Context: an optimization exercise on an open-source flow, tuned for small area, a short achievable clock period and few clock cycles per item. The choices shown serve that exercise and are no tape-out recipe.
In this exercise RTL edits were held to simulation tests only and were not proved equivalent to the original.

[flow/run.sh]
#!/bin/bash
set -euo pipefail
export BUFFER_PORTS_ARGS="-buffer_cell sky130_fd_sc_hd__buf_2"
export CTS_ARGS="-sink_clustering_enable -repair_clock_nets -sink_clustering_size 24 -sink_clustering_max_diameter 100 -dont_use_dummy_load"
bash standard.sh finish > flow_make.log 2>&1
[standard.sh]
#!/bin/bash
# synth_recipe.tcl (not shown) runs the flow's synth.tcl, then flattens the netlist and writes it again
# the make line also repeats each setting of config.mk as NAME=value (left out here)
make -C /OpenROAD-flow-scripts/flow DESIGN_CONFIG=/design/flow/config.mk WORK_HOME=/design/flow/orfs CLKGATE_MAP_FILE= SYNTH_SCRIPT=/design/flow/synth_recipe.tcl "${@:-finish}"
[config.mk]
export PLATFORM = sky130hd
export DESIGN_NAME = dnn_relu_fix12
export DESIGN_NICKNAME = dnn_relu_fix12
export VERILOG_FILES = /design/flow/design.v
export SDC_FILE = /design/flow/constraint.sdc
export NUM_CORES = 4
export LEC_CHECK = 0
export CAP_MARGIN = 20
export CORE_MARGIN = 2
export CORE_UTILIZATION = 70
export CTS_CLUSTER_DIAMETER = 100
export CTS_CLUSTER_SIZE = 24
export SLEW_MARGIN = 20
[constraint.sdc]
create_clock -name core_clock -period 14.0 [get_ports {clk}]
set_input_delay 2.8000 -clock core_clock [delete_from_list [all_inputs] [get_ports {clk}]]
set_output_delay 2.8000 -clock core_clock [all_outputs]
set_load 0.01 [all_outputs]
[design.v]
`timescale 1ns / 1ps
module reg_shift
    #(parameter WIDTH = 16,
      parameter SIZE = 32)
      (input   logic   signed     [WIDTH-1:0] sh_in,
       input   logic   [SIZE-1:0][WIDTH-1:0] p_in,
       output  logic   signed     [WIDTH-1:0] sh_out,
       output  logic   [SIZE-1:0][WIDTH-1:0] p_out,
       input   logic   unsigned   sh_en,
       input   logic   unsigned   pi_en,
       input   logic   unsigned   rst,
       input   logic   unsigned   clk
      );
    localparam [WIDTH-1:0] RESET_VAL = 'd0;
    logic   [SIZE-1:0][WIDTH-1:0] internal_data;
    always_ff @(posedge(clk) or posedge(rst)) begin : SEQ
        integer idx;
        if(rst == 1'b1) begin
           for (idx = 0; idx < SIZE; idx++) begin
              internal_data[idx] <= RESET_VAL;
           end
       end else begin
           if(pi_en == 1'b1) begin
               for (idx = 0; idx < SIZE; idx++) begin
                  internal_data[idx] <= p_in[idx];
               end
           end else if(sh_en == 1'b1) begin
               internal_data[SIZE-1] <= sh_in;
               for(idx = 1; idx < SIZE; idx++) begin
                   internal_data[SIZE-1-idx] <= internal_data[SIZE-idx];
               end
           end
       end 
    end
    assign sh_out = internal_data[0];
    assign p_out = internal_data;
endmodule
`timescale 1ns / 1ps
module mul_fix
    #(parameter w=4)
    (input   logic   signed  [w-1:0]   a,
     input   logic   signed  [w-1:0]   b,
     output  logic   signed  [w-1:0]   o
    );
    localparam  ARG_WIDTH = w;
    localparam  MUL_WIDTH = w*2-1;
    always_comb begin : COMB
        logic   signed  [MUL_WIDTH-1:0]   buffer;
        buffer  =  a*b;
        o = buffer[MUL_WIDTH-1:ARG_WIDTH-1];
    end
endmodule
`timescale 1ns / 1ps
module add_fix
    #(parameter w=4)
    (input   logic   signed  [w-1:0]   a,
     input   logic   signed  [w-1:0]   b,
     output  logic   signed  [w-1:0]   o
    );
    localparam logic signed [w*2-1:0] MIN_EXT = -(2**(w-1)) + 1;
    localparam logic signed [w*2-1:0] MAX_EXT = (2**(w-1)) - 1;
    localparam logic signed [w-1:0]   MIN_V   = -(2**(w-1)) + 1;
    localparam logic signed [w-1:0]   MAX_V   = (2**(w-1)) - 1;
    always_comb begin : COMB
        logic   signed  [w*2-1:0]   buffer;
        logic   signed  [w-1:0]   result;
        buffer  =  a+b;
        if(buffer < MIN_EXT) begin
            result = MIN_V;
        end else if(buffer > MAX_EXT) begin
            result = MAX_V;
        end else begin
            result = buffer;
        end
        o = result;
    end
endmodule
`timescale 1ns / 1ps
module mac_fix
    #(parameter w=4)
    (input   logic   clk,
     input   logic   en,
     input   logic   rst,
     input   logic   clr,
     input   logic   signed  [w-1:0]   x,
     input   logic   signed  [w-1:0]   c,
     output  logic   signed  [w-1:0]   o
    );
logic   signed  [w-1:0]   mem;
logic   signed  [w-1:0]   U0_o;
mul_fix     #(.w(w)) U0(.a(x),
           .b(c),
           .o(U0_o));
logic   signed  [w-1:0]   U1_o;
add_fix     #(.w(w)) U1(.a(mem),
           .b(U0_o),
           .o(U1_o));
always_ff @(posedge(clk) or posedge(rst)) begin : SEQ
    if( rst == 1'b1) begin
        mem <= 'd0;
    end else begin
        if(clr == 1'b1) begin
            mem <= 'd0;
        end else  if(en == 1'b1) begin
            mem <= U1_o;
        end else begin
            mem <= mem;
        end
    end
end
assign o = mem;
endmodule
`timescale 1ns / 1ps
module scaler_mul_fix
    #(parameter WIDTH = 16,
      parameter SCALE = 2)
    (input  logic   signed  [WIDTH-1:0] in,
     output logic   signed  [WIDTH-1:0] out
    );
    localparam IN_MSB_IDX = WIDTH-1;
    localparam SHAMT = $clog2(SCALE);
    localparam IN_LSB_IDX = ((IN_MSB_IDX - SHAMT) < 0) ? 0 : (IN_MSB_IDX - SHAMT);
    localparam logic signed [WIDTH-1:0] MAX_POS = (2**(WIDTH-1)) - 1;
    logic   signed  [WIDTH-1:0] sig_out;
    always_comb begin : COMB
        automatic logic unsigned [WIDTH-1:0] tmp;
        if ( in == 0 ) begin
            sig_out = in;
        end else begin
            if ( in[IN_MSB_IDX] == 1'b1) begin
                tmp = -in;
            end else begin
                tmp = in;
            end
           if ((WIDTH-1) <= SHAMT) begin
               if (tmp == 0) begin
                   tmp = 0;
               end else begin
                   tmp = MAX_POS;
               end
           end else if ( tmp[IN_MSB_IDX:IN_LSB_IDX] == 0) begin
               tmp = tmp << SHAMT;
           end else begin
               tmp = MAX_POS;
           end
           if (tmp == 0 || in[IN_MSB_IDX] == 1'b0) begin
                tmp = tmp;  
           end else begin  
                tmp = -tmp;
           end
           sig_out = tmp;
        end
    end
    assign out = sig_out;
endmodule
`timescale 1ns / 1ps
module scaler_div_fix
    #(parameter WIDTH = 16,
      parameter SCALE = 2)
    (input  logic   signed  [WIDTH-1:0] in,
     output logic   signed  [WIDTH-1:0] out
    );
    localparam IN_MSB_IDX = WIDTH-1;
    localparam SHAMT = $clog2(SCALE);
    localparam logic signed [WIDTH-1:0] MAX_POS = (2**(WIDTH-1)) - 1;
    logic   signed  [WIDTH-1:0] sig_out;
    always_comb begin : COMB
        automatic logic unsigned [WIDTH-1:0] tmp;
        if ( in == 0 ) begin
            sig_out = in;
        end else begin
            if ( in[IN_MSB_IDX] == 1'b1) begin
                tmp = -in;
            end else begin
                tmp = in;
            end
            if(((WIDTH-1) <= SHAMT)) begin
                if (tmp == 0) begin
                    tmp = 0;
                end else begin
                    tmp = 1;
                end
            end else begin
                tmp = tmp >> SHAMT;
                if(tmp == 0) begin
                    tmp = 1;
                end
            end
            if (in[IN_MSB_IDX] == 1'b0) begin
                tmp = tmp;  
            end else begin  
                tmp = -tmp;
            end
            sig_out = tmp;
        end
    end
    assign out = sig_out;
endmodule
`timescale 1ns / 1ps
module relu_fix
    #(WIDTH = 16)
    (input  logic   signed  [WIDTH-1:0] in,
     output logic   signed  [WIDTH-1:0] out
    );
    localparam [WIDTH-1:0] ZERO_VAL = 'd0;
    logic   signed  [WIDTH-1:0] sig_out;
    always_comb begin : COMB
        if(in[WIDTH-1] == 1'b0) begin
            sig_out = in;
        end else begin
            sig_out = ZERO_VAL;
        end
    end
    assign out = sig_out;
endmodule
`timescale 1ns / 1ps
module sm_relu
    #(parameter DATA_WIDTH = 8,
      parameter ADDR_WIDTH = 16,
      parameter ADDR_BASE_A = 0,
      parameter ADDR_BASE_W = 0,
      parameter ADDR_BASE_REG = 0)
    (input  logic   clk,
     input  logic   rst,
     input  logic                                   start,
     input  logic                                   reset,
     output logic   unsigned                        done,
     output logic   unsigned    [ADDR_WIDTH-1:0]    mem_addr,
     output logic   unsigned    [2:0]               r_sh_en,
     input  logic                                   arg_zero,
     output logic   unsigned    [1:0]               mac_en,
     output logic   unsigned    [1:0]               mac_clr);
    typedef enum integer {
                SI_IDLE          = 0,
                S1_L1_LD_A       = 1,
                S2_L1_LD_W       = 2,
                S3_L1_MAC_CYCLE  = 3,
                S4_L2_LA_W       = 4,
                S5_L2_MAC_CYCLE  = 5,
                S6_FINISHED      = 6
               } state_t;
    localparam  L1_NEURON_COUNT = 25;
    localparam  L2_NEURON_COUNT = 10;
    localparam  L1_A_COUNT = 401;
    localparam  L2_A_COUNT = 26;
    state_t state;
    integer a_counter;
    integer w_counter;
    logic   unsigned    [ADDR_WIDTH-1:0]     a_addr_offset;
    logic   unsigned    [ADDR_WIDTH-1:0]     w_addr_offset;
    state_t state_next;
    integer a_counter_next;
    integer w_counter_next;
    logic   unsigned    [ADDR_WIDTH-1:0]     a_addr_offset_next;
    logic   unsigned    [ADDR_WIDTH-1:0]     w_addr_offset_next;
    always_ff @(posedge(clk) or posedge(rst)) begin: SM_SEQ
        if(rst == 1'b1) begin
            a_counter <= 0;
            a_addr_offset <= 0;
            w_counter <= 0;
            w_addr_offset <= 0;
            state <= SI_IDLE;
        end else begin
            a_counter <= a_counter_next;
            a_addr_offset <= a_addr_offset_next;
            w_counter <= w_counter_next;
            w_addr_offset <= w_addr_offset_next;
            state <= state_next;
        end
    end
    always_comb begin: SM_NEXT
        a_counter_next = a_counter;
        w_counter_next = w_counter;
        a_addr_offset_next = a_addr_offset;
        w_addr_offset_next = w_addr_offset;
        state_next = state;
        case(state)
            SI_IDLE: begin
                if(start == 1'b1) begin
                   a_counter_next = 0;
                   w_counter_next = 0;
                   a_addr_offset_next = 0;
                   w_addr_offset_next = 0;
                   state_next = S1_L1_LD_A;
                end else begin 
                   state_next = SI_IDLE;
                end
            end
            S1_L1_LD_A: begin
                a_counter_next = a_counter + 1;
                a_addr_offset_next = a_addr_offset + 1;
                w_counter_next = 0;
                if(a_counter < L1_A_COUNT) begin
                    state_next = S2_L1_LD_W;
                end else begin
                    state_next = S4_L2_LA_W;
                    a_counter_next = 0;
                end
            end
            S2_L1_LD_W: begin
                if(arg_zero == 1'b1) begin
                    w_counter_next = w_counter + L1_NEURON_COUNT;
                    w_addr_offset_next = w_addr_offset_next + L1_NEURON_COUNT;
                    state_next = S1_L1_LD_A;
                end else if(w_counter < L1_NEURON_COUNT) begin
                    w_counter_next = w_counter + 1;
                    w_addr_offset_next = w_addr_offset + 1;
                    state_next = S2_L1_LD_W;
                end else begin
                    state_next = S3_L1_MAC_CYCLE;
                end
            end
            S3_L1_MAC_CYCLE: begin
                state_next = S1_L1_LD_A;
            end
            S4_L2_LA_W: begin
                if(w_counter < L2_NEURON_COUNT) begin
                    w_counter_next = w_counter + 1;
                    w_addr_offset_next = w_addr_offset + 1;
                    state_next = S4_L2_LA_W;
                end else begin
                    state_next = S5_L2_MAC_CYCLE;
                end
            end
            S5_L2_MAC_CYCLE: begin
                a_counter_next = a_counter + 1;
                if(a_counter_next < L2_A_COUNT) begin
                    w_counter_next = 0;
                    state_next = S4_L2_LA_W;
                end else begin
                    state_next = S6_FINISHED;
                end
            end
            S6_FINISHED: begin
                if(reset == 1'b0) begin
                    state_next = S6_FINISHED;
                end else begin
                    state_next = SI_IDLE;
                end
            end
        endcase
    end
    always_comb begin: SM_OUT
        done = 1'b0;
        mem_addr = {ADDR_WIDTH{1'b0}};
        r_sh_en = 3'b000;
        mac_en = 2'b00;
        mac_clr = 2'b00;
        case(state)
            SI_IDLE: begin
                mac_clr = 2'b11;
            end
            S1_L1_LD_A: begin
                mem_addr = ADDR_BASE_A + a_addr_offset;
                r_sh_en = 3'b001;
            end
            S2_L1_LD_W: begin
                mem_addr = ADDR_BASE_W + w_addr_offset;
                if(w_counter < L1_NEURON_COUNT) begin
                    r_sh_en = 3'b010;
                end
            end
            S3_L1_MAC_CYCLE: begin
                mac_en = 2'b01;
            end
            S4_L2_LA_W: begin
                mem_addr = ADDR_BASE_W + w_addr_offset;
                if(w_counter < L2_NEURON_COUNT) begin
                    r_sh_en = 3'b100;
                end
            end
            S5_L2_MAC_CYCLE: begin
                    mac_en = 2'b10;
                    mem_addr = ADDR_BASE_REG + a_counter;
            end
            S6_FINISHED: begin
                done = 1'b1;
            end
        endcase
    end
endmodule
`timescale 1ns / 1ps
module datapath_relu_fix
    #(parameter WIDTH=8,
      parameter ADDR_WIDTH = 16,
      parameter SM1_SCALE = 1,
      parameter SD1_SCALE = 1,
      parameter SM2_SCALE = 1,
      parameter L2_ONE_BIAS_VAL = 0)
    (input  logic   clk,
     input  logic   rst,
     input  logic   signed      [WIDTH-1:0]         mem_data,
     input  logic   unsigned    [ADDR_WIDTH-1:0]    l2_src_addr,
     input  logic   unsigned    [2:0]               r_sh_en,
     input  logic   unsigned    [1:0]               mac_en,
     input  logic   unsigned    [1:0]               mac_clr,
     output logic                                   arg_zero,
     output logic   [9:0][WIDTH-1:0]                out);
    logic   [0:0][WIDTH-1:0] R_ARG_p_out;
    reg_shift   #(.WIDTH(WIDTH),
                  .SIZE(1))
    R_ARG   (.sh_in(mem_data),
             .p_out(R_ARG_p_out),
             .p_in(R_ARG_p_out),
             .pi_en(1'b0),
             .sh_en(r_sh_en[0]),
             .rst(rst),
             .clk(clk));
    assign arg_zero = R_ARG_p_out[0] == 0;
    logic   [24:0][WIDTH-1:0] R1_p_out;
    reg_shift   #(.WIDTH(WIDTH),
                  .SIZE(25))
    R1  (.sh_in(mem_data),
         .p_out(R1_p_out),
         .p_in(R1_p_out),
         .pi_en(1'b0),
         .sh_en(r_sh_en[1]),
         .rst(rst),
         .clk(clk));
    logic   [24:0][WIDTH-1:0] M1_o;
    logic   [24:0][WIDTH-1:0] SM1_out;
    logic   [24:0][WIDTH-1:0] RELU1_out;
    logic   [24:0][WIDTH-1:0] SD1_out;
    generate begin : GEN_L1
        genvar gi;
        for(gi = 0; gi<25; gi=gi+1) begin
            mac_fix #(.w(WIDTH))
            MAC (.clk(clk),
                 .en(mac_en[0]),
                 .rst(rst),
                 .clr(mac_clr[0]),
                 .x(R_ARG_p_out[0]),
                 .c(R1_p_out[gi]),
                 .o(M1_o[gi]));
            scaler_mul_fix  #(.WIDTH(WIDTH),
                              .SCALE(SM1_SCALE))
            SCALER_MUL (.in(M1_o[gi]),
                 .out(SM1_out[gi]));
            relu_fix  #(.WIDTH(WIDTH))
            RELU (.in(SM1_out[gi]),
                 .out(RELU1_out[gi]));
            scaler_div_fix  #(.WIDTH(WIDTH),
                              .SCALE(SD1_SCALE))
            SCALER_DIV (.in(RELU1_out[gi]),
                 .out(SD1_out[gi]));
        end
    end
    endgenerate
    logic   [9:0][WIDTH-1:0] R2_p_out;
    reg_shift   #(.WIDTH(WIDTH),
                  .SIZE(10))
    R2  (.sh_in(mem_data),
         .p_out(R2_p_out),
         .p_in(R2_p_out),
         .pi_en(1'b0),
         .sh_en(r_sh_en[2]),
         .rst(rst),
         .clk(clk));
    logic   signed  [WIDTH-1:0] mac2_a;
    always_comb begin : MAC2_INPUT
        if(l2_src_addr == 0) begin
            mac2_a = L2_ONE_BIAS_VAL;
        end else if(l2_src_addr > 25) begin
            mac2_a = 0;
        end else begin
            mac2_a = SD1_out[l2_src_addr-1];
        end 
    end
    logic   [9:0][WIDTH-1:0] M2_o;
    logic   [9:0][WIDTH-1:0] SM2_out;
    logic   [9:0][WIDTH-1:0] RELU2_out;
    logic   [9:0][WIDTH-1:0] SD2_out;
    generate begin : GEN_L2
        genvar gi;
        for(gi = 0; gi<10; gi=gi+1)begin
            mac_fix #(.w(WIDTH))
            MAC    (.clk(clk),
                 .en(mac_en[1]),
                 .rst(rst),
                 .clr(mac_clr[1]),
                 .x(mac2_a),
                 .c(R2_p_out[gi]),
                 .o(M2_o[gi]));
            scaler_mul_fix  #(.WIDTH(WIDTH),
                              .SCALE(SM2_SCALE))
            SCALER_MUL    (.in(M2_o[gi]),
                 .out(SM2_out[gi]));
            relu_fix  #(.WIDTH(WIDTH))
            RELU    (.in(SM2_out[gi]),
                 .out(out[gi]));
        end
    end
    endgenerate
 endmodule
`timescale 1ns / 1ps
module dnn_relu_fix
    #(parameter DATA_WIDTH = 8,
      parameter ADDR_WIDTH = 16,
      parameter ADDR_BASE_A = 0,
      parameter ADDR_BASE_W = 0,
      parameter SM1_SCALE = 1,
      parameter SD1_SCALE = 1,
      parameter SM2_SCALE = 1,
      parameter L2_ONE_BIAS_VAL = 0)
     (input     logic   clk,
      input     logic   rst,
      input     logic   start,
      input     logic   reset,
      output    logic   done,
      output    logic   unsigned    [ADDR_WIDTH-1:0]    mem_addr,
      input     logic   signed      [DATA_WIDTH-1:0]    mem_data,
      output    logic   [9:0][DATA_WIDTH-1:0]    out);
    localparam ADDR_BASE_REG = 0;
    logic   unsigned    [ADDR_WIDTH-1:0]    SM_mem_addr;
    logic   unsigned    [2:0]               SM_r_sh_en;
    logic   unsigned    [1:0]               SM_mac_en;
    logic   unsigned    [1:0]               SM_mac_clr;
    logic                                   D_PATH_arg_zero;
    sm_relu #(.DATA_WIDTH(DATA_WIDTH),
              .ADDR_WIDTH(ADDR_WIDTH),
              .ADDR_BASE_A(ADDR_BASE_A),
              .ADDR_BASE_W(ADDR_BASE_W),
              .ADDR_BASE_REG(ADDR_BASE_REG))
        SM (.clk(clk),
            .rst(rst),
            .start(start),
            .reset(reset),
            .done(done),
            .mem_addr(SM_mem_addr),
            .r_sh_en(SM_r_sh_en),
            .arg_zero(D_PATH_arg_zero),
            .mac_en(SM_mac_en),
            .mac_clr(SM_mac_clr));
    assign mem_addr = SM_mem_addr;
    datapath_relu_fix   #(.WIDTH(DATA_WIDTH),
                          .ADDR_WIDTH(ADDR_WIDTH),
                          .SM1_SCALE(SM1_SCALE),
                          .SD1_SCALE(SD1_SCALE),
                          .SM2_SCALE(SM2_SCALE),
                          .L2_ONE_BIAS_VAL(L2_ONE_BIAS_VAL))
        D_PATH (.clk(clk),
                .rst(rst),
                .mem_data(mem_data),
                .l2_src_addr(SM_mem_addr),
                .r_sh_en(SM_r_sh_en),
                .arg_zero(D_PATH_arg_zero),
                .mac_en(SM_mac_en),
                .mac_clr(SM_mac_clr),
                .out(out));
 endmodule
`timescale 1ns / 1ps
module dnn_relu_fix12
     (input     logic                       clk,
      input     logic                       rst,
      input     logic                       start,
      input     logic                       reset,
      input     logic   signed      [11:0]  mem_data,
      output    logic   unsigned    [15:0]  mem_addr,
      output    logic                       done,
      output    logic               [119:0] out);
    localparam logic [15:0] BASE_W2 = 16'd10426;
    localparam logic [2:0] M_IDLE  = 3'd0,
                           M_L1A   = 3'd1,
                           M_L1W   = 3'd2,
                           M_BIAS  = 3'd3,
                           M_L2    = 3'd4,
                           M_FLUSH = 3'd5,
                           M_DONE  = 3'd6;
    function automatic logic [11:0] f_hid(input logic [11:0] v);
        if (v[11])              f_hid = 12'd0;
        else if (v[10] | v[9])  f_hid = 12'd1023;
        else                    f_hid = {v[10:0], 1'b0};
    endfunction
    logic [2:0]  mode;
    logic [8:0]  n;         
    logic [13:0] wrow;      
    logic [4:0]  wcnt;      
    logic [4:0]  ph;        
    logic        clr;       
    logic [3:0]  kcnt;      
    logic [15:0] ma_q;      
    logic        start_q, reset_q;
    logic        wv_d, wv_m, wv_p;             
    logic        bv_d;                         
    logic        l2v_d, l2v_m, l2v_p;          
    logic        l2l_d, l2l_m, l2l_p;          
    logic signed [11:0] d_q;     
    logic signed [11:0] na;      
    logic signed [11:0] cur_a;   
    logic signed [11:0] p_q;     
    logic [24:0][11:0]  ring;
    logic [9:0][10:0]   ob;
    logic               ob_s;
    assign mem_addr = ma_q;
    always_comb begin : OUTW
        integer q;
        for (q = 0; q < 10; q = q + 1) out[12*q +: 12] = {1'b0, ob[q]};
    end
    wire        pend   = (n != 9'd0) && (na != 12'sd0);
    wire [4:0]  ph_inc = (ph == 5'd24) ? 5'd0 : ph + 5'd1;
    wire [4:0]  jn     = (ph >= 5'd21) ? ph - 5'd21 : ph + 5'd4;
    wire [15:0] waddr  = {2'b00, wrow} + {11'd0, jn};
    always_ff @(posedge clk or posedge rst) begin : CTRL
        if (rst) begin
            mode  <= M_IDLE;
            done  <= 1'b0;
            start_q <= 1'b0;
            reset_q <= 1'b0;
        end else begin
            start_q <= start;
            reset_q <= reset;
            if (reset) done <= 1'b0;
            case (mode)
                M_IDLE:  if (start_q) mode <= M_L1A;
                M_L1A:   if (pend) mode <= M_L1W;
                         else if (n == 9'd401) mode <= M_BIAS;
                M_L1W:   if (wcnt == 5'd24) mode <= (n == 9'd401) ? M_BIAS : M_L1A;
                M_BIAS:  if (wcnt >= 5'd9 && ph == 5'd24) mode <= M_L2;
                M_L2:    if (ph == 5'd24 && kcnt == 4'd9) mode <= M_FLUSH;
                M_FLUSH: if (l2l_p) begin
                             mode <= M_DONE;
                             done <= 1'b1;
                         end
                M_DONE:  if (reset_q) mode <= M_IDLE;
                default: mode <= M_IDLE;
            endcase
        end
    end
    wire  [3:0]  k_next = (ph == 5'd24) ? kcnt + 4'd1 : kcnt;
    wire  [8:0]  l2_off = 9'd10 + {1'b0, ph_inc, 3'b0} + {3'b0, ph_inc, 1'b0} + {5'd0, k_next};
    wire  [8:0]  b_off  = (wcnt >= 5'd9) ? 9'd10 : {4'd0, wcnt + 5'd1};
    logic [15:0] a_next;
    always_comb begin : ANEXT
        a_next = 16'd0;
        case (mode)
            M_IDLE:  a_next = 16'd0;
            M_L1A:   if (pend)              a_next = waddr;
                     else if (n == 9'd401)  a_next = BASE_W2;
                     else                   a_next = {7'd0, n + 9'd1};
            M_L1W:   if (wcnt != 5'd24)     a_next = waddr;
                     else if (n == 9'd401)  a_next = BASE_W2;
                     else                   a_next = {7'd0, n + 9'd1};
            M_BIAS:  a_next = BASE_W2 + {7'd0, b_off};
            M_L2:    a_next = BASE_W2 + {7'd0, l2_off};
            default: ;
        endcase
    end
    always_ff @(posedge clk) begin : TAGS
        wv_d  <= (mode == M_L1W);
        wv_m  <= wv_d;
        wv_p  <= wv_m;
        bv_d  <= (mode == M_BIAS) && (wcnt < 5'd10);
        l2v_d <= (mode == M_L2);
        l2v_m <= l2v_d;
        l2v_p <= l2v_m;
        l2l_d <= (mode == M_L2) && (ph == 5'd24);
        l2l_m <= l2l_d;
        l2l_p <= l2l_m;
    end
    always_ff @(posedge clk) begin : CNT
        ma_q <= a_next;
        ph <= ph_inc;
        if (ph == 5'd12) clr <= 1'b0;
        case (mode)
            M_IDLE: begin
                n      <= 9'd0;
                wrow   <= 14'd376;
                ph     <= 5'd13;
                clr    <= 1'b1;
            end
            M_L1A: begin
                wcnt <= 5'd0;
                if (!pend && n != 9'd401) begin
                    n      <= n + 9'd1;
                    wrow   <= wrow + 14'd25;
                end
            end
            M_L1W: begin
                wcnt <= wcnt + 5'd1;
                if (wcnt == 5'd24) begin
                    wcnt <= 5'd0;
                    if (n != 9'd401) begin
                        n      <= n + 9'd1;
                        wrow   <= wrow + 14'd25;
                    end
                end
            end
            M_BIAS: begin
                kcnt <= 4'd0;
                if (wcnt < 5'd10) wcnt <= wcnt + 5'd1;
            end
            M_L2: begin
                if (ph == 5'd24) kcnt <= kcnt + 4'd1;
            end
            default: ;
        endcase
    end
    wire pp0 = (cur_a[0] & d_q[0]);
    wire pp1 = (cur_a[1] & d_q[0]);
    wire pp2 = (cur_a[2] & d_q[0]);
    wire pp3 = (cur_a[3] & d_q[0]);
    wire pp4 = (cur_a[4] & d_q[0]);
    wire pp5 = (cur_a[5] & d_q[0]);
    wire pp6 = (cur_a[6] & d_q[0]);
    wire pp7 = (cur_a[7] & d_q[0]);
    wire pp8 = (cur_a[8] & d_q[0]);
    wire pp9 = (cur_a[9] & d_q[0]);
    wire pp10 = (cur_a[10] & d_q[0]);
    wire pp11 = ~(cur_a[11] & d_q[0]);
    wire pp12 = (cur_a[0] & d_q[1]);
    wire pp13 = (cur_a[1] & d_q[1]);
    wire pp14 = (cur_a[2] & d_q[1]);
    wire pp15 = (cur_a[3] & d_q[1]);
    wire pp16 = (cur_a[4] & d_q[1]);
    wire pp17 = (cur_a[5] & d_q[1]);
    wire pp18 = (cur_a[6] & d_q[1]);
    wire pp19 = (cur_a[7] & d_q[1]);
    wire pp20 = (cur_a[8] & d_q[1]);
    wire pp21 = (cur_a[9] & d_q[1]);
    wire pp22 = (cur_a[10] & d_q[1]);
    wire pp23 = ~(cur_a[11] & d_q[1]);
    wire pp24 = (cur_a[0] & d_q[2]);
    wire pp25 = (cur_a[1] & d_q[2]);
    wire pp26 = (cur_a[2] & d_q[2]);
    wire pp27 = (cur_a[3] & d_q[2]);
    wire pp28 = (cur_a[4] & d_q[2]);
    wire pp29 = (cur_a[5] & d_q[2]);
    wire pp30 = (cur_a[6] & d_q[2]);
    wire pp31 = (cur_a[7] & d_q[2]);
    wire pp32 = (cur_a[8] & d_q[2]);
    wire pp33 = (cur_a[9] & d_q[2]);
    wire pp34 = (cur_a[10] & d_q[2]);
    wire pp35 = ~(cur_a[11] & d_q[2]);
    wire pp36 = (cur_a[0] & d_q[3]);
    wire pp37 = (cur_a[1] & d_q[3]);
    wire pp38 = (cur_a[2] & d_q[3]);
    wire pp39 = (cur_a[3] & d_q[3]);
    wire pp40 = (cur_a[4] & d_q[3]);
    wire pp41 = (cur_a[5] & d_q[3]);
    wire pp42 = (cur_a[6] & d_q[3]);
    wire pp43 = (cur_a[7] & d_q[3]);
    wire pp44 = (cur_a[8] & d_q[3]);
    wire pp45 = (cur_a[9] & d_q[3]);
    wire pp46 = (cur_a[10] & d_q[3]);
    wire pp47 = ~(cur_a[11] & d_q[3]);
    wire pp48 = (cur_a[0] & d_q[4]);
    wire pp49 = (cur_a[1] & d_q[4]);
    wire pp50 = (cur_a[2] & d_q[4]);
    wire pp51 = (cur_a[3] & d_q[4]);
    wire pp52 = (cur_a[4] & d_q[4]);
    wire pp53 = (cur_a[5] & d_q[4]);
    wire pp54 = (cur_a[6] & d_q[4]);
    wire pp55 = (cur_a[7] & d_q[4]);
    wire pp56 = (cur_a[8] & d_q[4]);
    wire pp57 = (cur_a[9] & d_q[4]);
    wire pp58 = (cur_a[10] & d_q[4]);
    wire pp59 = ~(cur_a[11] & d_q[4]);
    wire pp60 = (cur_a[0] & d_q[5]);
    wire pp61 = (cur_a[1] & d_q[5]);
    wire pp62 = (cur_a[2] & d_q[5]);
    wire pp63 = (cur_a[3] & d_q[5]);
    wire pp64 = (cur_a[4] & d_q[5]);
    wire pp65 = (cur_a[5] & d_q[5]);
    wire pp66 = (cur_a[6] & d_q[5]);
    wire pp67 = (cur_a[7] & d_q[5]);
    wire pp68 = (cur_a[8] & d_q[5]);
    wire pp69 = (cur_a[9] & d_q[5]);
    wire pp70 = (cur_a[10] & d_q[5]);
    wire pp71 = ~(cur_a[11] & d_q[5]);
    wire pp72 = (cur_a[0] & d_q[6]);
    wire pp73 = (cur_a[1] & d_q[6]);
    wire pp74 = (cur_a[2] & d_q[6]);
    wire pp75 = (cur_a[3] & d_q[6]);
    wire pp76 = (cur_a[4] & d_q[6]);
    wire pp77 = (cur_a[5] & d_q[6]);
    wire pp78 = (cur_a[6] & d_q[6]);
    wire pp79 = (cur_a[7] & d_q[6]);
    wire pp80 = (cur_a[8] & d_q[6]);
    wire pp81 = (cur_a[9] & d_q[6]);
    wire pp82 = (cur_a[10] & d_q[6]);
    wire pp83 = ~(cur_a[11] & d_q[6]);
    wire pp84 = (cur_a[0] & d_q[7]);
    wire pp85 = (cur_a[1] & d_q[7]);
    wire pp86 = (cur_a[2] & d_q[7]);
    wire pp87 = (cur_a[3] & d_q[7]);
    wire pp88 = (cur_a[4] & d_q[7]);
    wire pp89 = (cur_a[5] & d_q[7]);
    wire pp90 = (cur_a[6] & d_q[7]);
    wire pp91 = (cur_a[7] & d_q[7]);
    wire pp92 = (cur_a[8] & d_q[7]);
    wire pp93 = (cur_a[9] & d_q[7]);
    wire pp94 = (cur_a[10] & d_q[7]);
    wire pp95 = ~(cur_a[11] & d_q[7]);
    wire pp96 = (cur_a[0] & d_q[8]);
    wire pp97 = (cur_a[1] & d_q[8]);
    wire pp98 = (cur_a[2] & d_q[8]);
    wire pp99 = (cur_a[3] & d_q[8]);
    wire pp100 = (cur_a[4] & d_q[8]);
    wire pp101 = (cur_a[5] & d_q[8]);
    wire pp102 = (cur_a[6] & d_q[8]);
    wire pp103 = (cur_a[7] & d_q[8]);
    wire pp104 = (cur_a[8] & d_q[8]);
    wire pp105 = (cur_a[9] & d_q[8]);
    wire pp106 = (cur_a[10] & d_q[8]);
    wire pp107 = ~(cur_a[11] & d_q[8]);
    wire pp108 = (cur_a[0] & d_q[9]);
    wire pp109 = (cur_a[1] & d_q[9]);
    wire pp110 = (cur_a[2] & d_q[9]);
    wire pp111 = (cur_a[3] & d_q[9]);
    wire pp112 = (cur_a[4] & d_q[9]);
    wire pp113 = (cur_a[5] & d_q[9]);
    wire pp114 = (cur_a[6] & d_q[9]);
    wire pp115 = (cur_a[7] & d_q[9]);
    wire pp116 = (cur_a[8] & d_q[9]);
    wire pp117 = (cur_a[9] & d_q[9]);
    wire pp118 = (cur_a[10] & d_q[9]);
    wire pp119 = ~(cur_a[11] & d_q[9]);
    wire pp120 = (cur_a[0] & d_q[10]);
    wire pp121 = (cur_a[1] & d_q[10]);
    wire pp122 = (cur_a[2] & d_q[10]);
    wire pp123 = (cur_a[3] & d_q[10]);
    wire pp124 = (cur_a[4] & d_q[10]);
    wire pp125 = (cur_a[5] & d_q[10]);
    wire pp126 = (cur_a[6] & d_q[10]);
    wire pp127 = (cur_a[7] & d_q[10]);
    wire pp128 = (cur_a[8] & d_q[10]);
    wire pp129 = (cur_a[9] & d_q[10]);
    wire pp130 = (cur_a[10] & d_q[10]);
    wire pp131 = ~(cur_a[11] & d_q[10]);
    wire pp132 = ~(cur_a[0] & d_q[11]);
    wire pp133 = ~(cur_a[1] & d_q[11]);
    wire pp134 = ~(cur_a[2] & d_q[11]);
    wire pp135 = ~(cur_a[3] & d_q[11]);
    wire pp136 = ~(cur_a[4] & d_q[11]);
    wire pp137 = ~(cur_a[5] & d_q[11]);
    wire pp138 = ~(cur_a[6] & d_q[11]);
    wire pp139 = ~(cur_a[7] & d_q[11]);
    wire pp140 = ~(cur_a[8] & d_q[11]);
    wire pp141 = ~(cur_a[9] & d_q[11]);
    wire pp142 = ~(cur_a[10] & d_q[11]);
    wire pp143 = (cur_a[11] & d_q[11]);
    wire t0 = pp1 ^ pp12;
    wire t1 = pp1 & pp12;
    wire t2 = pp2 ^ pp13 ^ pp24;
    wire t3 = (pp2 & pp13) | (pp2 & pp24) | (pp13 & pp24);
    wire t4 = pp3 ^ pp14 ^ pp25;
    wire t5 = (pp3 & pp14) | (pp3 & pp25) | (pp14 & pp25);
    wire t6 = pp4 ^ pp15 ^ pp26;
    wire t7 = (pp4 & pp15) | (pp4 & pp26) | (pp15 & pp26);
    wire t8 = pp37 ^ pp48;
    wire t9 = pp37 & pp48;
    wire t10 = pp5 ^ pp16 ^ pp27;
    wire t11 = (pp5 & pp16) | (pp5 & pp27) | (pp16 & pp27);
    wire t12 = pp38 ^ pp49 ^ pp60;
    wire t13 = (pp38 & pp49) | (pp38 & pp60) | (pp49 & pp60);
    wire t14 = pp6 ^ pp17 ^ pp28;
    wire t15 = (pp6 & pp17) | (pp6 & pp28) | (pp17 & pp28);
    wire t16 = pp39 ^ pp50 ^ pp61;
    wire t17 = (pp39 & pp50) | (pp39 & pp61) | (pp50 & pp61);
    wire t18 = pp7 ^ pp18 ^ pp29;
    wire t19 = (pp7 & pp18) | (pp7 & pp29) | (pp18 & pp29);
    wire t20 = pp40 ^ pp51 ^ pp62;
    wire t21 = (pp40 & pp51) | (pp40 & pp62) | (pp51 & pp62);
    wire t22 = pp73 ^ pp84;
    wire t23 = pp73 & pp84;
    wire t24 = pp8 ^ pp19 ^ pp30;
    wire t25 = (pp8 & pp19) | (pp8 & pp30) | (pp19 & pp30);
    wire t26 = pp41 ^ pp52 ^ pp63;
    wire t27 = (pp41 & pp52) | (pp41 & pp63) | (pp52 & pp63);
    wire t28 = pp74 ^ pp85 ^ pp96;
    wire t29 = (pp74 & pp85) | (pp74 & pp96) | (pp85 & pp96);
    wire t30 = pp9 ^ pp20 ^ pp31;
    wire t31 = (pp9 & pp20) | (pp9 & pp31) | (pp20 & pp31);
    wire t32 = pp42 ^ pp53 ^ pp64;
    wire t33 = (pp42 & pp53) | (pp42 & pp64) | (pp53 & pp64);
    wire t34 = pp75 ^ pp86 ^ pp97;
    wire t35 = (pp75 & pp86) | (pp75 & pp97) | (pp86 & pp97);
    wire t36 = pp10 ^ pp21 ^ pp32;
    wire t37 = (pp10 & pp21) | (pp10 & pp32) | (pp21 & pp32);
    wire t38 = pp43 ^ pp54 ^ pp65;
    wire t39 = (pp43 & pp54) | (pp43 & pp65) | (pp54 & pp65);
    wire t40 = pp76 ^ pp87 ^ pp98;
    wire t41 = (pp76 & pp87) | (pp76 & pp98) | (pp87 & pp98);
    wire t42 = pp109 ^ pp120;
    wire t43 = pp109 & pp120;
    wire t44 = pp11 ^ pp22 ^ pp33;
    wire t45 = (pp11 & pp22) | (pp11 & pp33) | (pp22 & pp33);
    wire t46 = pp44 ^ pp55 ^ pp66;
    wire t47 = (pp44 & pp55) | (pp44 & pp66) | (pp55 & pp66);
    wire t48 = pp77 ^ pp88 ^ pp99;
    wire t49 = (pp77 & pp88) | (pp77 & pp99) | (pp88 & pp99);
    wire t50 = pp110 ^ pp121 ^ pp132;
    wire t51 = (pp110 & pp121) | (pp110 & pp132) | (pp121 & pp132);
    wire t52 = pp23 ^ pp34 ^ pp45;
    wire t53 = (pp23 & pp34) | (pp23 & pp45) | (pp34 & pp45);
    wire t54 = pp56 ^ pp67 ^ pp78;
    wire t55 = (pp56 & pp67) | (pp56 & pp78) | (pp67 & pp78);
    wire t56 = pp89 ^ pp100 ^ pp111;
    wire t57 = (pp89 & pp100) | (pp89 & pp111) | (pp100 & pp111);
    wire t58 = pp122 ^ pp133 ^ 1'b1;
    wire t59 = (pp122 & pp133) | (pp122 & 1'b1) | (pp133 & 1'b1);
    wire t60 = pp35 ^ pp46 ^ pp57;
    wire t61 = (pp35 & pp46) | (pp35 & pp57) | (pp46 & pp57);
    wire t62 = pp68 ^ pp79 ^ pp90;
    wire t63 = (pp68 & pp79) | (pp68 & pp90) | (pp79 & pp90);
    wire t64 = pp101 ^ pp112 ^ pp123;
    wire t65 = (pp101 & pp112) | (pp101 & pp123) | (pp112 & pp123);
    wire t66 = pp47 ^ pp58 ^ pp69;
    wire t67 = (pp47 & pp58) | (pp47 & pp69) | (pp58 & pp69);
    wire t68 = pp80 ^ pp91 ^ pp102;
    wire t69 = (pp80 & pp91) | (pp80 & pp102) | (pp91 & pp102);
    wire t70 = pp113 ^ pp124 ^ pp135;
    wire t71 = (pp113 & pp124) | (pp113 & pp135) | (pp124 & pp135);
    wire t72 = pp59 ^ pp70 ^ pp81;
    wire t73 = (pp59 & pp70) | (pp59 & pp81) | (pp70 & pp81);
    wire t74 = pp92 ^ pp103 ^ pp114;
    wire t75 = (pp92 & pp103) | (pp92 & pp114) | (pp103 & pp114);
    wire t76 = pp71 ^ pp82 ^ pp93;
    wire t77 = (pp71 & pp82) | (pp71 & pp93) | (pp82 & pp93);
    wire t78 = pp104 ^ pp115 ^ pp126;
    wire t79 = (pp104 & pp115) | (pp104 & pp126) | (pp115 & pp126);
    wire t80 = pp83 ^ pp94 ^ pp105;
    wire t81 = (pp83 & pp94) | (pp83 & pp105) | (pp94 & pp105);
    wire t82 = pp116 ^ pp127 ^ pp138;
    wire t83 = (pp116 & pp127) | (pp116 & pp138) | (pp127 & pp138);
    wire t84 = pp95 ^ pp106 ^ pp117;
    wire t85 = (pp95 & pp106) | (pp95 & pp117) | (pp106 & pp117);
    wire t86 = pp107 ^ pp118 ^ pp129;
    wire t87 = (pp107 & pp118) | (pp107 & pp129) | (pp118 & pp129);
    wire t88 = pp119 ^ pp130 ^ pp141;
    wire t89 = (pp119 & pp130) | (pp119 & pp141) | (pp130 & pp141);
    wire t90 = t1 ^ t2;
    wire t91 = t1 & t2;
    wire t92 = t3 ^ t4 ^ pp36;
    wire t93 = (t3 & t4) | (t3 & pp36) | (t4 & pp36);
    wire t94 = t5 ^ t6 ^ t8;
    wire t95 = (t5 & t6) | (t5 & t8) | (t6 & t8);
    wire t96 = t7 ^ t9 ^ t10;
    wire t97 = (t7 & t9) | (t7 & t10) | (t9 & t10);
    wire t98 = t11 ^ t13 ^ t14;
    wire t99 = (t11 & t13) | (t11 & t14) | (t13 & t14);
    wire t100 = t16 ^ pp72;
    wire t101 = t16 & pp72;
    wire t102 = t15 ^ t17 ^ t18;
    wire t103 = (t15 & t17) | (t15 & t18) | (t17 & t18);
    wire t104 = t20 ^ t22;
    wire t105 = t20 & t22;
    wire t106 = t19 ^ t21 ^ t23;
    wire t107 = (t19 & t21) | (t19 & t23) | (t21 & t23);
    wire t108 = t24 ^ t26 ^ t28;
    wire t109 = (t24 & t26) | (t24 & t28) | (t26 & t28);
    wire t110 = t25 ^ t27 ^ t29;
    wire t111 = (t25 & t27) | (t25 & t29) | (t27 & t29);
    wire t112 = t30 ^ t32 ^ t34;
    wire t113 = (t30 & t32) | (t30 & t34) | (t32 & t34);
    wire t114 = t31 ^ t33 ^ t35;
    wire t115 = (t31 & t33) | (t31 & t35) | (t33 & t35);
    wire t116 = t36 ^ t38 ^ t40;
    wire t117 = (t36 & t38) | (t36 & t40) | (t38 & t40);
    wire t118 = t37 ^ t39 ^ t41;
    wire t119 = (t37 & t39) | (t37 & t41) | (t39 & t41);
    wire t120 = t43 ^ t44 ^ t46;
    wire t121 = (t43 & t44) | (t43 & t46) | (t44 & t46);
    wire t122 = t45 ^ t47 ^ t49;
    wire t123 = (t45 & t47) | (t45 & t49) | (t47 & t49);
    wire t124 = t51 ^ t52 ^ t54;
    wire t125 = (t51 & t52) | (t51 & t54) | (t52 & t54);
    wire t126 = t53 ^ t55 ^ t57;
    wire t127 = (t53 & t55) | (t53 & t57) | (t55 & t57);
    wire t128 = t59 ^ t60 ^ t62;
    wire t129 = (t59 & t60) | (t59 & t62) | (t60 & t62);
    wire t130 = t61 ^ t63 ^ t65;
    wire t131 = (t61 & t63) | (t61 & t65) | (t63 & t65);
    wire t132 = t66 ^ t68 ^ t70;
    wire t133 = (t66 & t68) | (t66 & t70) | (t68 & t70);
    wire t134 = t67 ^ t69 ^ t71;
    wire t135 = (t67 & t69) | (t67 & t71) | (t69 & t71);
    wire t136 = t72 ^ t74 ^ pp125;
    wire t137 = (t72 & t74) | (t72 & pp125) | (t74 & pp125);
    wire t138 = t73 ^ t75 ^ t76;
    wire t139 = (t73 & t75) | (t73 & t76) | (t75 & t76);
    wire t140 = t77 ^ t79 ^ t80;
    wire t141 = (t77 & t79) | (t77 & t80) | (t79 & t80);
    wire t142 = t81 ^ t83 ^ t84;
    wire t143 = (t81 & t83) | (t81 & t84) | (t83 & t84);
    wire t144 = t85 ^ t86 ^ pp140;
    wire t145 = (t85 & t86) | (t85 & pp140) | (t86 & pp140);
    wire t146 = t89 ^ pp131 ^ pp142;
    wire t147 = (t89 & pp131) | (t89 & pp142) | (pp131 & pp142);
    wire t148 = t91 ^ t92;
    wire t149 = t91 & t92;
    wire t150 = t93 ^ t94;
    wire t151 = t93 & t94;
    wire t152 = t95 ^ t96 ^ t12;
    wire t153 = (t95 & t96) | (t95 & t12) | (t96 & t12);
    wire t154 = t97 ^ t98 ^ t100;
    wire t155 = (t97 & t98) | (t97 & t100) | (t98 & t100);
    wire t156 = t99 ^ t101 ^ t102;
    wire t157 = (t99 & t101) | (t99 & t102) | (t101 & t102);
    wire t158 = t103 ^ t105 ^ t106;
    wire t159 = (t103 & t105) | (t103 & t106) | (t105 & t106);
    wire t160 = t107 ^ t109 ^ t110;
    wire t161 = (t107 & t109) | (t107 & t110) | (t109 & t110);
    wire t162 = t112 ^ pp108;
    wire t163 = t112 & pp108;
    wire t164 = t111 ^ t113 ^ t114;
    wire t165 = (t111 & t113) | (t111 & t114) | (t113 & t114);
    wire t166 = t116 ^ t42;
    wire t167 = t116 & t42;
    wire t168 = t115 ^ t117 ^ t118;
    wire t169 = (t115 & t117) | (t115 & t118) | (t117 & t118);
    wire t170 = t120 ^ t48 ^ t50;
    wire t171 = (t120 & t48) | (t120 & t50) | (t48 & t50);
    wire t172 = t119 ^ t121 ^ t122;
    wire t173 = (t119 & t121) | (t119 & t122) | (t121 & t122);
    wire t174 = t124 ^ t56 ^ t58;
    wire t175 = (t124 & t56) | (t124 & t58) | (t56 & t58);
    wire t176 = t123 ^ t125 ^ t126;
    wire t177 = (t123 & t125) | (t123 & t126) | (t125 & t126);
    wire t178 = t128 ^ t64 ^ pp134;
    wire t179 = (t128 & t64) | (t128 & pp134) | (t64 & pp134);
    wire t180 = t127 ^ t129 ^ t130;
    wire t181 = (t127 & t129) | (t127 & t130) | (t129 & t130);
    wire t182 = t131 ^ t133 ^ t134;
    wire t183 = (t131 & t133) | (t131 & t134) | (t133 & t134);
    wire t184 = t135 ^ t137 ^ t138;
    wire t185 = (t135 & t137) | (t135 & t138) | (t137 & t138);
    wire t186 = t139 ^ t140 ^ t82;
    wire t187 = (t139 & t140) | (t139 & t82) | (t140 & t82);
    wire t188 = t141 ^ t142 ^ pp128;
    wire t189 = (t141 & t142) | (t141 & pp128) | (t142 & pp128);
    wire t190 = t145 ^ t87 ^ t88;
    wire t191 = (t145 & t87) | (t145 & t88) | (t87 & t88);
    wire t192 = t149 ^ t150;
    wire t193 = t149 & t150;
    wire t194 = t151 ^ t152;
    wire t195 = t151 & t152;
    wire t196 = t153 ^ t154;
    wire t197 = t153 & t154;
    wire t198 = t155 ^ t156 ^ t104;
    wire t199 = (t155 & t156) | (t155 & t104) | (t156 & t104);
    wire t200 = t157 ^ t158 ^ t108;
    wire t201 = (t157 & t158) | (t157 & t108) | (t158 & t108);
    wire t202 = t159 ^ t160 ^ t162;
    wire t203 = (t159 & t160) | (t159 & t162) | (t160 & t162);
    wire t204 = t161 ^ t163 ^ t164;
    wire t205 = (t161 & t163) | (t161 & t164) | (t163 & t164);
    wire t206 = t165 ^ t167 ^ t168;
    wire t207 = (t165 & t167) | (t165 & t168) | (t167 & t168);
    wire t208 = t169 ^ t171 ^ t172;
    wire t209 = (t169 & t171) | (t169 & t172) | (t171 & t172);
    wire t210 = t173 ^ t175 ^ t176;
    wire t211 = (t173 & t175) | (t173 & t176) | (t175 & t176);
    wire t212 = t177 ^ t179 ^ t180;
    wire t213 = (t177 & t179) | (t177 & t180) | (t179 & t180);
    wire t214 = t181 ^ t182 ^ t136;
    wire t215 = (t181 & t182) | (t181 & t136) | (t182 & t136);
    wire t216 = t183 ^ t184 ^ t78;
    wire t217 = (t183 & t184) | (t183 & t78) | (t184 & t78);
    wire t218 = t187 ^ t188 ^ pp139;
    wire t219 = (t187 & t188) | (t187 & pp139) | (t188 & pp139);
    wire t220 = t189 ^ t143 ^ t144;
    wire t221 = (t189 & t143) | (t189 & t144) | (t143 & t144);
    wire t222 = t193 ^ t194;
    wire t223 = t193 & t194;
    wire t224 = t195 ^ t196;
    wire t225 = t195 & t196;
    wire t226 = t197 ^ t198;
    wire t227 = t197 & t198;
    wire t228 = t199 ^ t200;
    wire t229 = t199 & t200;
    wire t230 = t201 ^ t202;
    wire t231 = t201 & t202;
    wire t232 = t203 ^ t204 ^ t166;
    wire t233 = (t203 & t204) | (t203 & t166) | (t204 & t166);
    wire t234 = t205 ^ t206 ^ t170;
    wire t235 = (t205 & t206) | (t205 & t170) | (t206 & t170);
    wire t236 = t207 ^ t208 ^ t174;
    wire t237 = (t207 & t208) | (t207 & t174) | (t208 & t174);
    wire t238 = t209 ^ t210 ^ t178;
    wire t239 = (t209 & t210) | (t209 & t178) | (t210 & t178);
    wire t240 = t211 ^ t212 ^ t132;
    wire t241 = (t211 & t212) | (t211 & t132) | (t212 & t132);
    wire t242 = t213 ^ t214 ^ pp136;
    wire t243 = (t213 & t214) | (t213 & pp136) | (t214 & pp136);
    wire t244 = t215 ^ t216 ^ pp137;
    wire t245 = (t215 & t216) | (t215 & pp137) | (t216 & pp137);
    wire t246 = t217 ^ t185 ^ t186;
    wire t247 = (t217 & t185) | (t217 & t186) | (t185 & t186);
    wire [22:0] red_s = {t147, t191, t221, t219, t247, t245, t243, t241, t239, t237, t235, t233, t231, t229, t227, t225, t223, t222, t192, t148, t90, t0, pp0};
    wire [22:0] red_c = {pp143, t146, t190, t220, t218, t246, t244, t242, t240, t238, t236, t234, t232, t230, t228, t226, t224, 1'b0, 1'b0, 1'b0, 1'b0, 1'b0, 1'b0};
    logic [22:0] m_a, m_b;
    wire  [22:0] m_sum = m_a + m_b;
    wire signed [11:0] head     = ring[0];
    wire signed [11:0] head_eff = clr ? 12'sd0 : head;
    wire signed [11:0] acc_op   = l2v_p ? {ob_s, ob[0]} : head_eff;
    wire signed [12:0] acc_raw  = {acc_op[11], acc_op} + {p_q[11], p_q};
    wire signed [11:0] acc_sat  = (acc_raw < -13'sd2047) ? -12'sd2047 :
                                  (acc_raw > 13'sd2047)  ? 12'sd2047 : acc_raw[11:0];
    wire        [10:0] ob_res   = acc_raw[12] ? 11'd0 :
                                  (acc_raw[11:7] != 5'd0) ? 11'd2047 : {acc_raw[6:0], 4'b0};
    always_ff @(posedge clk) begin : DP
        d_q <= mem_data;
        if (mode == M_L1A) na <= mem_data;
        if (mode == M_L1A && pend) cur_a <= na;
        else if (mode == M_L2) cur_a <= f_hid(head);
        m_a  <= red_s;
        m_b  <= red_c;
        p_q  <= m_sum[22:11];
        ring[23:0] <= ring[24:1];
        ring[24]   <= wv_p ? acc_sat : head_eff;
        if (bv_d) begin
            ob[8:0] <= ob[9:1];
            ob_s    <= ob[1][10];
            ob[9]   <= d_q[11:1];
        end else if (l2v_p && l2l_p) begin
            ob[8:0] <= ob[9:1];
            ob_s    <= ob[1][10];
            ob[9]   <= ob_res;
        end else if (l2v_p) begin
            {ob_s, ob[0]} <= acc_sat;
        end
    end
endmodule
==> results.toml, run 1 <==
[global_routing]
grt_max_degree = 69
antenna_found_initial = 0
overflow = 0
grt_pass1_vias = 12300
grtUsageTotal_pct = 28.0
grt_pass1_wl_um = 67300

[route]
wl_per_cell_um = 19.8
avgViaCountPerCell = 5.60
drc = 0
ant_nets = 0
vias = 12100
drtIter0Drc = 1226
routed_wl_um = 42800
dr.pass1.iters = 8

[flow_run]
max_cap_violations = 0

[cells_and_area]
area_delta_synth_final_pct = 7.90
nNetsFinal = 1973
antenna_cells = 0
drive_gt1_share_pct = 10.7
fill_cells = 1841
fin_util_pct = 76.6

[setup_path]
arrival_ps = 4680
crit_path_frequent_cell = "a21oi_1"
startpoint_type = "register"
cp-end-kind = "register"
critical_path_peak_fanout = 26
cp.required_ps = 14260
crit_family = "compound AO/OA/AOI/OAI gates"
worst-path-stages = 10
path_cells = "o21ai_0, ha_1, fa_1, a211o_1, a21boi_0, o211ai_1, a21oi_1, a21oi_1, nor4_2, a22oi_1"
r2r_cells = 10
path_buf_inv = 0
slowest_delay_ps = 990
critical_path_class = "register to register"
slowest_stage = "nor4_2"

[floorplan]
coreArea_mm2 = 0.0296
dieWidth_um = 177
row_count = 63
start_util_pct = 71.0
die_area_mm2 = 0.0314
ios = 153
dieHeight_um = 177

[synthesis]
synth_cells = 1651
syn_area_mm2 = 0.0210
synthDistinctLibCells = 70
post_synth.cell_area_avg_um2 = 12.7
synth-seq-cells = 562
yosys_warnings = 1
synth_edf_count = 167
synth-async-reset-ratio_pct = 1.07
synth_top_flop_cell = "dfxtp_1"
seq_area_frac_synth_pct = 61.7

[timing]
finalSetupViolCount = 0
slew_headroom_pct = 24.9
worst_slew_pin_slew_ps = 1120
period_minus_slack_ps = 4420
rsz0062_at_grt = "false"
fin_setup_tns_ps = 0
hold_viol_final = 0
final_max_slew_viol_count = 0
finClkSkew_ps = 54.1
max_freq_mhz = 226
min_period_over_period_pct = 31.6

[cts]
cts_tree = "built"
post_cts_buffers = 0
hold_buffers = 0
cts_sinks = 562
cts_buffers = 27
clk_pin_slew_ps = 100
cts_root_buffer = "clkbuf_16"
clock_latency_ps = 580
cts_resized = 0
ctsLongestPathBuffers = 3
ctsHtreeMaxLevel = 1

[placement]
place_congestion = 0.877
io_buffers = 141
dp_hpwl_um = 30400

[run_status]
outcome = "complete, no violations"

[min_path]
hold_class = "register to register"
whs_path_depth = 0
## layout make-up
type	count	area, um2	area share [%]
well taps	390	488	2.16
clock buffers	27	676	2.98
flip-flops and latches	562	13000	57.2
inverters	156	588	2.60
multi-input cells	882	7210	31.8
repair buffers	144	728	3.22
## Yosys cell counts (8+ instances only)
master    instances  area [um2]
a21o_1           10        75.1
a21oi_1          43         215
a22oi_1           8        60.1
and2_1          110         688
and3_1            9        56.3
buf_4            11        82.6
clkbuf_1         42         158
dfxtp_1         389        7790
edfxtp_1        167        5010
fa_1            108        2160
ha_1             76         951
inv_1           156         586
nand2_1         137         514
nand3_1          16        80.1
nand4_1           8        50.1
nor2_1           75         282
nor3_1           17        85.1
o21a_1           15         113
o21ai_0          51         255
or2_2             8        50.1
xnor2_1          35         307
xor2_1           29         254
## final timing paths
path	startpoint	endpoint	slack, ps
setup / recovery	l2v_p	ob[109]	9580
hold / removal	ring[295]	ring[283]	310
setup reg to reg	l2v_p	ob[109]	9580
hold reg to reg	ring[295]	ring[283]	310
max in group asynchronous	rst	mode[0]	11690
min in group asynchronous	rst	start_q	2120
## kinds of logic after synthesis
kind of cell / after synthesis / share of synthesized area, %
compound gates: 192 / 6.02
xor+xnor: 65 / 2.80
fa+ha+maj: 190 / 15.1
simple gates: 417 / 9.86
other cells: 1 / 0.0179
buf+inv: 217 / 4.11
mux: 7 / 0.334
flops: 562 / 61.7
## cell usage in the layout, fill, tap and decap left out, drive strengths merged, types with 29 or more instances in the layout
cell	Yosys	layout
buf	19	144
o21ai	56	56
dfxtp	389	389
inv	156	156
xor2	29	29
a21oi	44	44
edfxtp	167	167
xnor2	36	36
and2	111	111
nand2	137	137
fa	108	108
ha	76	76
nor2	75	75
## layer usage
layer  GRT usage, %  wire length (um)
met1           39.5             18200
met2           45.9             20600
met3           4.25              3060
met5              0                 0
met4           7.09               982
## per-stage QoR
step | instances | area, um2 | worst slack (ps) | hold slack, ps
after CTS | 2161 | 22600 | 9680 | 322
after floorplan | 1661 | 21000 | 9780 | 310
after global routing | 2161 | 22600 | 9310 | 329
final | 2161 | 22600 | 9580 | 312
after global placement | 2134 | 22000 | 9810 | 311
after detailed placement | 2134 | 22000 | 9730 | 312
## registers in the layout (all words and copies together), names as in the netlist, 3 cells and up
| register | flops |
|---|---|
| ring | 300 |
| ob | 110 |
| m_a | 17 |
| m_b | 17 |
| ma_q | 15 |
| wrow | 14 |
| cur_a | 12 |
| d_q | 12 |
| na | 12 |
| p_q | 12 |
| n | 9 |
| ph | 5 |
| wcnt | 5 |
| kcnt | 4 |
| mode | 3 |
Testbench counts, summed over its fixed seeds: cycles 146,314, items 48.
==> run 2: changes to the inputs <==
--- a/design.v
+++ b/design.v
@@ -585,4 +585,5 @@
     logic        l2v_d, l2v_m, l2v_p;          
     logic        l2l_d, l2l_m, l2l_p;          
+    logic        acc_l2;                       
     logic signed [11:0] d_q;     
     logic signed [11:0] na;      
@@ -657,4 +658,5 @@
         l2l_m <= l2l_d;
         l2l_p <= l2l_m;
+        acc_l2 <= (mode == M_L2) || (mode == M_FLUSH);
     end
     always_ff @(posedge clk) begin : CNT
@@ -1094,5 +1096,5 @@
     wire signed [11:0] head     = ring[0];
     wire signed [11:0] head_eff = clr ? 12'sd0 : head;
-    wire signed [11:0] acc_op   = l2v_p ? {ob_s, ob[0]} : head_eff;
+    wire signed [11:0] acc_op   = acc_l2 ? {ob_s, ob[0]} : head_eff;
     wire signed [12:0] acc_raw  = {acc_op[11], acc_op} + {p_q[11], p_q};
     wire signed [11:0] acc_sat  = (acc_raw < -13'sd2047) ? -12'sd2047 :
==> results.toml, run 2 <==
[setup_path]
reg2reg_to = "ob[7]"
cp-end-kind = "register"
startpoint_type = "register"
r2r_cells = 11
cp.required_ps = 14340
reg2reg_slack_ps = 9490
arrival_ps = 4840
critical_path_class = "register to register"
reg2reg_from = "acc_l2"
critical_path_peak_fanout = 23

[synthesis]
ys_top_cells_by_count = "dfxtp_1, edfxtp_1, inv_1"
synth-async-reset-ratio_pct = 1.07
syn_area_mm2 = 0.0210
synth_cells = 1656
yosys_warnings = 1
synth_top_flop_cell = "dfxtp_1"
synth-seq-cells = 563
yosys.area.top_type = "dfxtp_1"
synthDistinctLibCells = 67
post_synth.cell_area_avg_um2 = 12.7
netlist.area_leader.share_pct = 37.2
ys_top_cells_by_area = "dfxtp_1, edfxtp_1, fa_1, ha_1, and2_1"
synth_most_common_cell = "dfxtp_1"
seq_area_frac_synth_pct = 61.8
synth_edf_count = 167

[route]
drc = 0
wl_per_cell_um = 20.1
routed_wl_um = 43500
avgViaCountPerCell = 5.61
dr.pass1.iters = 5
vias = 12200
drtIter0Drc = 945
ant_nets = 0

[cts]
clk_pin_slew_ps = 90
ctsHtreeMaxLevel = 1
clock_latency_ps = 580
cts_tree = "built"
cts_resized = 0
cts_root_buffer = "clkbuf_16"
cts_buffers = 27
cts_sinks = 563
post_cts_buffers = 0
hold_buffers = 0
ctsLongestPathBuffers = 3

[global_routing]
gr-usage-met1_pct = 40.0
grt_pass1_wl_um = 68100
antenna_found_initial = 1
grt_pass1_vias = 12300
overflow = 0
use_met2_pct = 45.8
grtUsageTotal_pct = 28.4
grt_max_degree = 63
grtUsageMet3_pct = 4.81
busiest_layer = "met2"

[timing]
period_minus_slack_ps = 4510
rsz0062_at_grt = "false"
finalSetupViolCount = 0
max_freq_mhz = 222
worst_slack_ps = 9490
finClkSkew_ps = 35.1
hold_slack_ps = 312
fin_setup_tns_ps = 0
min_period_over_period_pct = 32.2
slew_headroom_pct = 35.8
final_max_slew_viol_count = 0
hold_viol_final = 0
worst_slew_pin_slew_ps = 959

[min_path]
whs_path_depth = 0
hold_end = "ring[276]"
hold_class = "register to register"
holdCritStartpoint = "ring[288]"

[cells_and_area]
final_cell_count_no_fill = 2166
regMostFlops = "ring"
largest_reg_flops = 300
mostFrequentLayoutCells = "dfxtp_1, edfxtp_1, inv_1"
reg_top3 = "ring (300), ob (110)"
layout_commonest_cell = "dfxtp_1"
area_delta_synth_final_pct = 7.87
fin_util_pct = 76.6
nNetsFinal = 1976
drive_gt1_share_pct = 10.9
fill_cells = 1844

[placement]
dpl.cell_count = 2138
dp_hpwl_um = 30800
io_buffers = 141
place_ws_ps = 9640
place_congestion = 0.898

[run_status]
outcome = "complete, no violations"

[floorplan]
dieHeight_um = 177
coreArea_mm2 = 0.0296
start_util_pct = 71.0
ios = 153
row_count = 63
dieWidth_um = 177
die_area_mm2 = 0.0314

[flow_run]
max_cap_violations = 0
-- run 2: changes by cell type after synthesis, sizes merged, moves of 6 or more --
cell	change
inv	-11
a221oi	-6
o21ai	+10
nand2b	+11
a21oi	+21
mux2	+6
nand2	-22
a22oi	-8
nor2	+10
-- run 2: layer usage --
metal | vias up | wire [um] | share of wire (%)
li1 | 5619 | - | -
met1 | 5913 | 18400 | 42
met2 | 537 | 20400 | 47
met3 | 89 | 3560 | 8.2
met4 | 0 | 1190 | 2.7
met5 | - | 0 | 0
-- run 2: worst max-delay path by stage --
stage / from / to / slack (ps) / depth (start not counted)
2_1_floorplan: bv_d / ob[5] / 9740 / 4
3_3_place_gp: acc_l2 / ob[104] / 9740 / 11
3_5_place_dp: acc_l2 / ob[7] / 9640 / 11
4_1_cts: acc_l2 / ob[7] / 9560 / 11
5_1_grt: acc_l2 / ob[7] / 9260 / 11
6_report: acc_l2 / ob[7] / 9490 / 11
-- run 2: kinds of logic after synthesis --
kind of cell / after synthesis / synth area share, %
other: 1 / 0.0179
multiplexers: 10 / 0.512
adder cells (fa/ha/maj): 186 / 14.9
buffers and inverters: 207 / 3.92
XOR/XNOR: 67 / 2.83
AND/OR/NAND/NOR: 419 / 10.0
AO/OA/AOI/OAI: 203 / 6.03
flip-flops: 563 / 61.8
-- run 2: layout make-up --
class	instances	area, um2	share of cell area [%]
tap	390	488	2.15
clock buffer	27	676	2.98
antenna	1	2.50	0.0110
sequential	563	13000	57.3
inverter	146	551	2.43
timing repair buffer	143	721	3.18
multi-input combinational	896	7240	32.0
-- run 2: per-stage QoR --
step	area, um2
floorplan	21000
detailed placement	22000
CTS	22600
global placement	22000
global route	22600
finish	22600
-- run 2: worst max-delay path, cell delays in order (launching register included) --
cell	delay (ps)
dfxtp_1	850
mux2_2	410
ha_1	230
fa_1	480
a211oi_2	300
o21ai_1	110
a31o_1	260
a41oi_1	380
a31oi_1	420
nor2_1	390
a21oi_1	130
mux2_2	310
Testbench counts of run 2, summed over its fixed seeds: cycles 146,314, items 48.

port drivers added, routing unchanged:
No port has a modelled driver above. Below, the same layouts with a new extraction and two added sets of constraints. Step 1 (the two cells are an assumption about what drives the block):
set clk [get_ports {clk}]
set_driving_cell -lib_cell sky130_fd_sc_hd__clkbuf_16 $clk
set_driving_cell -lib_cell sky130_fd_sc_hd__buf_2 [delete_from_list [all_inputs] $clk]
Step 2 moves the port delays by t, midway between the first and last clock arrival at a register: inputs arrive t later, outputs are due t later. That takes back most of the time a late clock gives input paths. a / b / c = ideal / step 1 / step 2; a / b = the first two.
run	t (ns)	setup WS [ns]	worst setup path after step 2
run 1	0.609	9.577 / 9.577 / 9.577	register to register
run 2	0.613	9.494 / 9.494 / 9.494	register to register
After both steps every run listed still meets setup and hold.
